Background: an optimization exercise with open tools, aiming at small area. Do not read the settings as production practice. The RTL was checked by simulation tests, not by an equivalence proof against the original design.

==> design/flow/design.v <==
`timescale 1ns / 1ps
module VGAController2(CLK, KBCODE, HCOORD, VCOORD, KBSTROBE, CSEL, ARST_L);
input CLK, ARST_L, KBSTROBE;
input [7:0] KBCODE;
input [9:0] HCOORD;
input [9:0] VCOORD;
output [11:0] CSEL;
reg refresh;
reg refreshSlow;
reg [31:0] count_i;
reg [31:0] count2_i;
reg [11:0] CSEL;
reg [10:0] XPos;
reg [10:0] xspeed_i;
reg [10:0] YPos;
reg [10:0] yspeed_i;
reg [10:0] laserPos1X; 
reg [10:0] laserPos1Y;
reg [10:0] laserPos2X; 
reg [10:0] laserPos2Y; 
reg [10:0] laserPos3X; 
reg [10:0] laserPos3Y;  
wire col_S;
wire col_N;
wire col_W;
wire col_E;
wire floor;
reg laser1Wait;
reg laser2Wait;
reg laser3Wait;
reg moveright;
reg moveleft;
reg [6:0] jumpcount;
reg [6:0] laserCount;
reg jump;
reg [2:0] laser;
reg shield;
reg laserEN;
wire shieldCol;
wire col_Elaser1;
wire col_Elaser2;
wire col_Elaser3;
assign col_S = (YPos >= 471) ? 1'b1 : 1'b0;
assign col_N = (YPos <= 10) ? 1'b1 : 1'b0;
assign col_W = (XPos <= 10) ? 1'b1 : 1'b0;
assign col_E = (XPos >= 630) ? 1'b1 : 1'b0;
assign floor = (YPos >= 420) ? 1'b1 : 1'b0;
assign col_Elaser1 = (laserPos1X >= 630) ? 1'b1 : 1'b0;
assign col_Elaser2 = (laserPos2X >= 630) ? 1'b1 : 1'b0;
assign col_Elaser3 = (laserPos3X >= 630) ? 1'b1 : 1'b0;
always@(posedge CLK)
    begin
        if((HCOORD >= XPos) && (HCOORD < (XPos + 10))&&(VCOORD >= YPos)&&(VCOORD < (YPos + 2)))
            CSEL <= 12'h000;
        else if((HCOORD >= XPos + 2) && (HCOORD < (XPos + 10)) && (VCOORD >= YPos+2) && (VCOORD < (YPos + 4)))
            CSEL <= 12'hFA5;
        else if((HCOORD >= XPos) && (HCOORD < (XPos + 2)) && (VCOORD >= YPos+2) && (VCOORD < (YPos + 5)))
            CSEL <= 12'h000; 
        else if((HCOORD >= XPos + 2) && (HCOORD < (XPos + 6)) && (VCOORD >= YPos+4) && (VCOORD < (YPos + 5)))
             CSEL <= 12'hFA5;
        else if((HCOORD >= XPos + 6) && (HCOORD < (XPos + 7)) && (VCOORD >= YPos+4) && (VCOORD < (YPos + 5)))
             CSEL <= 12'hFFF; 
        else if((HCOORD >= XPos+7) && (HCOORD < (XPos + 8)) && (VCOORD >= YPos+4) && (VCOORD < (YPos + 5)))
                CSEL <= 12'h00F; 
        else if((HCOORD >= XPos + 8) && (HCOORD < (XPos + 10)) && (VCOORD >= YPos+4) && (VCOORD < (YPos + 5)))
                CSEL <= 12'hFA5;  
        else if((HCOORD >= XPos) && (HCOORD < (XPos + 10)) && (VCOORD >= YPos+5) && (VCOORD < (YPos + 8)))
                CSEL <= 12'hFA5;  
        else if((HCOORD >= XPos) && (HCOORD < (XPos + 6)) && (VCOORD >= YPos+9) && (VCOORD < (YPos + 10)))
                CSEL <= 12'hFA5;  
        else if((HCOORD >= XPos + 6) && (HCOORD < (XPos + 10)) && (VCOORD >= YPos+8) && (VCOORD < (YPos + 9)))
                CSEL <= 12'h000;
        else if((HCOORD >= XPos) && (HCOORD < (XPos + 10)) && (VCOORD >= YPos+8) && (VCOORD < (YPos + 10)))
                CSEL <= 12'hFA5; 
        else if((HCOORD >= XPos + 3) && (HCOORD < (XPos + 7)) && (VCOORD >= YPos+10) && (VCOORD < (YPos + 12)))
                CSEL <= 12'hFA5;  
        else if((HCOORD >= XPos + 1) && (HCOORD < (XPos + 10)) && (VCOORD >= YPos+12) && (VCOORD < (YPos + 14)))
                CSEL <= 12'h00F;          
        else if((HCOORD >= XPos + 1) && (HCOORD < (XPos + 4)) && (VCOORD >= YPos+14) && (VCOORD < (YPos + 16)))
                CSEL <= 12'h00F;  
        else if((HCOORD >= XPos + 1) && (HCOORD < (XPos + 10)) && (VCOORD >= YPos+16) && (VCOORD < (YPos + 23)))
                CSEL <= 12'h00F;
        else if((HCOORD >= XPos + 4) && (HCOORD < (XPos + 15)) && (VCOORD >= YPos+14) && (VCOORD < (YPos + 16)))
                CSEL <= 12'hFA5;
        else if((HCOORD >= XPos + 3) && (HCOORD < (XPos + 5)) && (VCOORD >= YPos+23) && (VCOORD < (YPos + 27)))
                CSEL <= 12'h000;  
        else if((HCOORD >= XPos + 6) && (HCOORD < (XPos + 8)) && (VCOORD >= YPos+23) && (VCOORD < (YPos + 27)))
                CSEL <= 12'h000;
        else if((HCOORD >= XPos + 13) && (HCOORD < (XPos + 22)) && (VCOORD >= YPos + 11) && (VCOORD < (YPos + 13)))
                CSEL <= 12'h000; 
        else if((HCOORD >= XPos + 13) && (HCOORD < (XPos + 15)) && (VCOORD >= YPos + 13) && (VCOORD < (YPos + 14)))
                CSEL <= 12'h000;
        else if((HCOORD >= XPos + 13) && (HCOORD < (XPos + 15)) && (VCOORD >= YPos + 16) && (VCOORD < (YPos + 17)))
                CSEL <= 12'h000; 
        else if((HCOORD >= laserPos1X) && (HCOORD < (laserPos1X + 7)) && (VCOORD >= laserPos1Y) && (VCOORD <(laserPos1Y + 2)))
                CSEL <= 12'hF00;
        else if((HCOORD >= laserPos2X) && (HCOORD < (laserPos2X + 7)) && (VCOORD >= laserPos2Y) && (VCOORD <(laserPos2Y + 2)))
                CSEL <= 12'hF00;   
        else if((HCOORD >= laserPos3X) && (HCOORD < (laserPos3X + 7)) && (VCOORD >= laserPos3Y) && (VCOORD <(laserPos3Y + 2)))
                CSEL <= 12'hF00; 
        else
            CSEL <= 12'hFFF;
    end
always@(posedge CLK or negedge ARST_L)
    begin
        if(ARST_L == 1'b0)
        begin
            jump <= 1'b1;
        end
        else if(jumpcount == 3)
        begin
            jump <= 1'b0;
        end
        else
        begin
            jump <= 1'b1;
        end
    end
always@(posedge CLK or negedge ARST_L)
    begin
        if(ARST_L == 1'b0)
        begin
            laserEN <= 1'b1;
        end
        else if(laserCount == 4)
        begin
            laserEN <= 1'b0;
        end
        else
        begin
            laserEN <= 1'b1;
        end
    end
always@(posedge CLK or negedge ARST_L)
    begin
        if(ARST_L == 1'b0)
        begin
            yspeed_i <= 0;
            xspeed_i <= 0;
            jumpcount <= 0;
            laserCount <= 0;
            moveleft <= 1'b0;
            moveright <= 1'b0;
            laser <= 3'd0;
            laser2Wait <= 1'b0;
            laser3Wait <= 1'b0;
        end
        else if((KBCODE == 8'h1D) && (KBSTROBE == 1'b1) && (col_N == 1'b0) && (col_S == 1'b0) && (col_W == 1'b0) && (col_E == 1'b0) && (jump == 1'b1))
            begin
                yspeed_i <= yspeed_i - 10;
                jumpcount <= jumpcount + 1;
            end
        else if((YPos <= 418)&&(refreshSlow == 1'b1)&& (KBSTROBE == 1'b0) )
            begin 
                yspeed_i <= yspeed_i + 1;
            end
        else if((YPos >= 419)&& (refreshSlow == 1'b1)&&(KBSTROBE == 1'b0))
            begin
                yspeed_i <= 0;
                jumpcount <= 0;
            end
        else if((col_Elaser1 == 1'b1) && (KBSTROBE == 1'b0))
            begin
                laserCount <= 0;
            end
        else if((KBCODE == 8'h23) && (KBSTROBE == 1'b1) && (moveleft == 1'b1 ))  
            begin
                xspeed_i <= 0;
                moveleft <= 1'b0;
            end
        else if((KBCODE == 8'h1C) && (KBSTROBE == 1'b1) && (moveright == 1'b1) )  
            begin
                xspeed_i <= 0;
                moveright <= 1'b0;
            end
        else if((KBCODE == 8'h23) && (KBSTROBE == 1'b1))  
            begin
                xspeed_i <= 3;
                moveright <= 1'b1;
            end
        else if((KBCODE == 8'h1C) && (KBSTROBE == 1'b1))  
            begin
                xspeed_i <= -3;
                moveleft <= 1'b1;
            end
        else if((KBCODE == 8'h29) && (KBSTROBE == 1'b1) && (laserCount == 0) && (laserEN == 1'b1))
            begin
                laser <= 1;
                laserCount <= laserCount + 1;
            end
        else if((KBCODE == 8'h29) && (KBSTROBE == 1'b1) && (laserCount == 1) && (laserEN ==1'b1))
            begin
                laserCount <= laserCount + 1;
                laser <= 2;
                laser2Wait <= 1'b1;
            end
        else if((KBCODE == 8'h29) && (KBSTROBE == 1'b1) && (laserCount == 2)&& (laserEN == 1'b1))
            begin
                laserCount <= laserCount + 1;
                laser <= 3;
                laser3Wait <= 1'b1;
            end 
        else if((refresh == 1'b1))
            begin
                laser <= 0;
            end
        else
        ;
    end        
always@(posedge CLK)
    begin 
        if(ARST_L == 1'b0)
        begin
            count_i <= 0;
            refresh <= 1'b0;
        end
        else if(count_i == 250000)
        begin
            count_i <= 0;
            refresh <= 1'b1;
        end
        else
        begin
            count_i <= count_i + 1;
            refresh <= 1'b0;
        end
    end
always @(posedge CLK or negedge ARST_L)
    begin
        if(ARST_L == 1'b0)
            begin
                laserPos1X <= 0;
                laserPos1Y <= 0; 
                laserPos2X <= 0;
                laserPos2Y <= 0;
                laserPos3X <= 0;
                laserPos3Y <= 0;
            end
        else if(laser == 1)
            begin
                laserPos1X <= (XPos + 22);  
                laserPos1Y <= (YPos + 11);
            end
        else if(laser == 2)
            begin
                laserPos2X <= (XPos + 22);  
                laserPos2Y <= (YPos + 11);
            end
        else if(laser == 3)
            begin
                laserPos3X <= (XPos + 22);  
                laserPos3Y <= (YPos + 11);
            end   
        else if((refresh == 1'b1)&&(col_Elaser1 == 1'b0)&&(col_Elaser2 == 1'b0) && (col_Elaser3 == 1'b0)) 
            begin
                laserPos1X <= laserPos1X + 5;
                laserPos1Y <= laserPos1Y;
                laserPos2X <= laserPos2X + 5;
                laserPos2Y <= laserPos2Y;
                laserPos3X <= laserPos3X + 5;
                laserPos3Y <= laserPos3Y;
            end
        else if((col_Elaser1 == 1'b1))
            begin
                laserPos1X <= 0;
                laserPos1Y <= 0;
            end     
        else if((col_Elaser2 == 1'b1))
            begin
                laserPos2X <= 0;
                laserPos2Y <= 0;
            end
        else if((col_Elaser3 == 1'b1))
            begin
                laserPos3X <= 0;
                laserPos3Y <= 0;       
            end   
        else 
            ;
     end       
always@(posedge CLK)
        begin
            if(ARST_L == 1'b0)
            begin
                count2_i <= 0;
                refreshSlow <= 1'b0;
            end
            else if(count2_i == 1000000)
            begin
                count2_i <= 0;
                refreshSlow <= 1'b1;
            end
            else
            begin
                count2_i <= count2_i + 1;
                refreshSlow <= 1'b0;
            end
        end          
always @(posedge CLK or negedge ARST_L)
    begin
        if(ARST_L == 1'b0)
        begin
            YPos <= 239;
            XPos <= 319;
        end
        else if((refresh == 1'b1) && (col_N == 0) && (col_S == 0) && (col_W == 0) && (col_E == 0) && (floor == 0))
        begin
            YPos <= YPos + yspeed_i;
            XPos <= XPos + xspeed_i;
        end
        else if((col_N == 1) && (refresh == 1'b1))
        begin
            YPos <= 11;
        end
        else if((col_S == 1) && (refresh == 1'b1))
        begin
            YPos <= 420;
        end
        else if((col_W == 1) && (refresh == 1'b1))
        begin
            XPos <= 11;
        end
        else if((col_E == 1) && (refresh == 1'b1))
        begin
            XPos <= 629;
        end
        else if((floor == 1) && (refresh == 1'b1))
        begin
            YPos <= 419;
        end
        else ;
    end
endmodule
==> design/flow/run.sh <==
#!/bin/bash
# synth_recipe.tcl (not shown) runs the flow's synth.tcl, then flattens the netlist and writes it again
# the make line also repeats each setting of config.mk as NAME=value (left out here)
make -C /OpenROAD-flow-scripts/flow DESIGN_CONFIG=/design/flow/config.mk WORK_HOME=/design/flow/orfs CLKGATE_MAP_FILE= SYNTH_SCRIPT=/design/flow/synth_recipe.tcl finish
==> design/flow/config.mk <==
export PLATFORM = sky130hd
export DESIGN_NAME = VGAController2
export DESIGN_NICKNAME = VGAController2
export VERILOG_FILES = /design/flow/design.v
export SDC_FILE = /design/flow/constraint.sdc
export NUM_CORES = 4
export LEC_CHECK = 0
export CAP_MARGIN = 20
export CORE_MARGIN = 2
export CORE_UTILIZATION = 40
export SLEW_MARGIN = 20
==> design/flow/constraint.sdc <==
create_clock -name core_clock -period 10.0 [get_ports {CLK}]
set_input_delay 2.0000 -clock core_clock [delete_from_list [all_inputs] [get_ports {CLK}]]
set_output_delay 2.0000 -clock core_clock [all_outputs]
set_load 0.01 [all_outputs]
==> impl_metrics.yaml <==
run_status:
  outcome: "finished clean"
placed_design:
  io_buffer_count: 42
  dp.cells: 3555
  placed_area_um2: 23900
  dp_hpwl_um: 55100
  pre_cts_slack_ns: 4.17
  gp_congestion: 0.965
yosys:
  syn_area_per_cell_um2: 8.07
  syn_area_um2: 22800
  synthTopCellsByArea: "ha_1 23%, dfrtp_1 12%, xnor2_1 9.1%"
  synth-seq-cells: 193
  yosysSeqAreaShare: 0.197
  ys_types: 102
  yosysWarnings: 1
  yosysTopAreaCell: "ha_1"
  synth_edf_count: 0
  async_flop_share: 0.632
  syn_nets: 3288
  yosys.area.top_type_share: 0.232
  synth_flop_cell: "dfrtp_1"
  synth_cells: 2831
power_and_ir_drop:
  p_leak_nw: 9.45
  p_sw_frac: 0.318
  vdd_drop_max_mv: 0.128
  p_switching_uw: 607
  clockPowerShare: 0.362
  cellPowerDensity_nw_per_um2: 77.8
  seqPwrFrac: 0.428
  comb_power_share: 0.209
  p_total_mw: 1.91
  intPower_mw: 1.30
routing:
  final_antenna_net_count: 0
  viasPerCell: 6.02
  via_count: 21600
  detail_route.wl_per_cell_um: 20.8
  drc_errors: 0
  finalWirelength_um: 74600
  first_pass_iters: 5
  drt_iter0_drc: 1679
clocking:
  cts.sinks: 193
  root_buffer: "clkbuf_16"
  post_cts_resized: 0
  cts_buffers: 17
  cts_max_level: 4
  clockBufferDepth: 2
  clock_latency_ns: 0.48
  clkTransAtPathRegs_ns: 0.08
  holdBufCountCts: 0
  cts_setup_buffers: 0
  cts_tree: "built"
final_layout:
  finalNonFillerCells: 3587
  stdcell_area_um2: 24500
  final_nets: 3275
  final_util: 0.434
  nFillCells: 5777
  diodes: 0
  final_common_cell: "ha_1"
  area_growth_pct: 7.25
  drive_gt1_frac: 0.0477
  mostFrequentLayoutCells: "424 x ha_1, 266 x nor2_1, 237 x xnor2_1, 232 x nand2_1, 183 x o21ai_0"
worst_hold_path:
  min_path_type: "register to register"
  hold_depth: 1
  min_to: "laserEN"
  min_from: "laserCount[2]"
floorplanning:
  coreArea_um2: 56400
  die-width_um: 243
  die_y_um: 243
  io_pins: 43
  initial_core_util: 0.405
  row_count: 87
  dieArea_um2: 59000
critical_path:
  crit_slowest_cell: "dfstp_2"
  crit_type: "register to register"
  reg2regPathDepth: 14
  cpLargestDelayFamily: "compound AO/OA/AOI/OAI gates"
  crit_start: "YPos[3]"
  critPathMaxStageDelay_ns: 0.85
  crit_chain: "inv_1, ha_1, a21oi_1, and2_1, nor2_1, xnor2_1, ha_1, a2111oi_0, o211ai_1, o2111ai_1, o32ai_1, a21oi_1, nand3b_1, a311oi_1"
  crit_buf_inv: 1
  critPathRequiredTime_ns: 10.39
  worst-path-max-fanout: 16
  reg2reg_slack_ns: 4.55
  crit_path_end_kind: "register"
  startpoint_type: "register"
  cp.arrival_ns: 5.84
  rr_startpoint: "YPos[3]"
  rr_endpoint: "CSEL[3]"
timing:
  tns_ns: 0
  slew_violations: 0
  setup_violations: 0
  fin_crit_sh: 0.545
  worstMarginPinSlew_ns: 1.07
  layout_setup_ws_ns: 4.55
  hold_viol: 0
  relSlewSlack: 0.285
  rsz0062_at_grt: "false"
  fmax_mhz: 183
  skew_ns: 0.0169
  period_needed_ns: 5.45
  fin_hold_ws_ns: 0.455
global_routing:
  gr-total-overflow: 0
  grt_pass1_vias: 21000
  antenna_found_initial: 0
  grt_use_total: 0.249
  grt_pass1_wl_um: 117000
  grt_max_degree: 69
run:
  maxCapViolCount: 0
[final cells by class]
| class | count | area (um2) | area share |
|---|---|---|---|
| Inverter | 163 | 617 | 0.0252 |
| Sequential cell | 193 | 4490 | 0.184 |
| Tap cell | 756 | 946 | 0.0386 |
| Clock inverter | 14 | 134 | 0.00547 |
| Clock buffer | 18 | 439 | 0.0179 |
| Multi-Input combinational cell | 2374 | 17200 | 0.704 |
| Timing Repair Buffer | 69 | 624 | 0.0255 |
[kinds of logic after synthesis]
family                     count (synthesis)  share of synthesized area
and+or+nand+nor                          932                      0.202
AOI/OAI and AO/OA                        717                      0.203
adders and majority gates                426                      0.234
xor gates and xnor gates                 289                      0.111
buffers and inverters                    264                     0.0485
DFF                                      193                      0.197
muxes                                     10                    0.00455
[sequential cells by signal (all words and copies together) (netlist names), 2 cells and up]
register    flops
yspeed_i       11
laserPos2Y     11
laserPos3X     11
CSEL            5
jumpcount       7
xspeed_i        3
laser           2
count_i        32
XPos           11
laserPos2X     11
laserPos3Y     11
YPos           11
laserPos1X     11
laserCount      7
count2_i       32
laserPos1Y     11
[worst max-delay path by stage]
stage,to,slack (ns),cells past startpoint
global placement,CSEL[2],4.22,11
floorplan,CSEL[2],5.75,9
finish,CSEL[3],4.55,14
CTS,CSEL[3],4.61,14
global route,CSEL[2],4.26,14
detailed placement,CSEL[2],4.17,11
[routing by layer]
metal | vias to the layer above | routed length (um) | GRT usage
li1 | 10300 | - | -
met1 | 10400 | 33700 | 0.332
met2 | 793 | 34000 | 0.411
met3 | 153 | 4340 | 0.0275
met4 | 0 | 2520 | 0.0973
met5 | - | 0 | 0
[cell usage after synthesis, types with 11 or more instances]
cell	number
nor2b_1	21
nand4_1	66
dfxtp_1	71
nor3_1	53
dfstp_2	16
a22oi_1	12
o31ai_1	12
or2_2	15
a31oi_1	25
xnor2_1	237
and4_1	20
o21a_1	27
a32oi_1	14
ha_1	424
buf_2	36
nand2b_1	26
buf_1	13
a211oi_1	31
and2_1	12
dfrtp_1	106
o22ai_1	32
a21o_1	37
o21ai_1	16
a21oi_1	166
inv_1	151
nor4_1	25
and3_1	24
nor2_1	266
nand2_1	232
xor2_1	52
a221oi_1	11
o211ai_1	29
or3_1	19
clkbuf_1	38
a2111oi_0	15
o21ai_0	184
nand3_1	97
[worst register-to-register path: stages (launching register included)]
cell       delay, ns
dfstp_2         0.85
inv_1           0.44
ha_1            0.44
a21oi_1         0.49
and2_1          0.37
nor2_1          0.09
xnor2_1         0.58
ha_1            0.38
a2111oi_0       0.37
o211ai_1        0.16
o2111ai_1       0.24
o32ai_1         0.16
a21oi_1         0.37
nand3b_1        0.13
a311oi_1        0.30
[power by group through the flow]
stage / clock network [mW] / registers [mW] / logic [mW]
finish: 0.690 / 0.817 / 0.399
global placement: 0 / 0.832 / 0.384
global route: 0.738 / 0.820 / 0.450
detailed placement: 0 / 0.833 / 0.395
floorplan: 0 / 0.828 / 0.242
CTS: 0.711 / 0.817 / 0.398

## port drivers added, routing unchanged
The flow's constraints put no driver on any port. The routed layout listed below was extracted and timed again, unchanged, in two steps.
Step 1 (the two cells are an assumption about what drives the block):
set clk [get_ports {CLK}]
set_driving_cell -lib_cell sky130_fd_sc_hd__clkbuf_16 $clk
set_driving_cell -lib_cell sky130_fd_sc_hd__buf_2 [delete_from_list [all_inputs] $clk]
Step 2 also shifts input and output timing later by t, the mid clock arrival at the registers, as if the neighbouring blocks saw the same clock.
a / b / c = ideal ports / drivers / drivers and shift; a / b = the first two.
t (ns): 0.530
setup slack, ns: 4.545 / 4.545 / 4.103
pins driven straight from the clock port: 1
After both steps setup and hold are still met in this run. For this run, drivers alone change the setup slack by 0.000 ns; drivers and shift together by -0.442 ns.
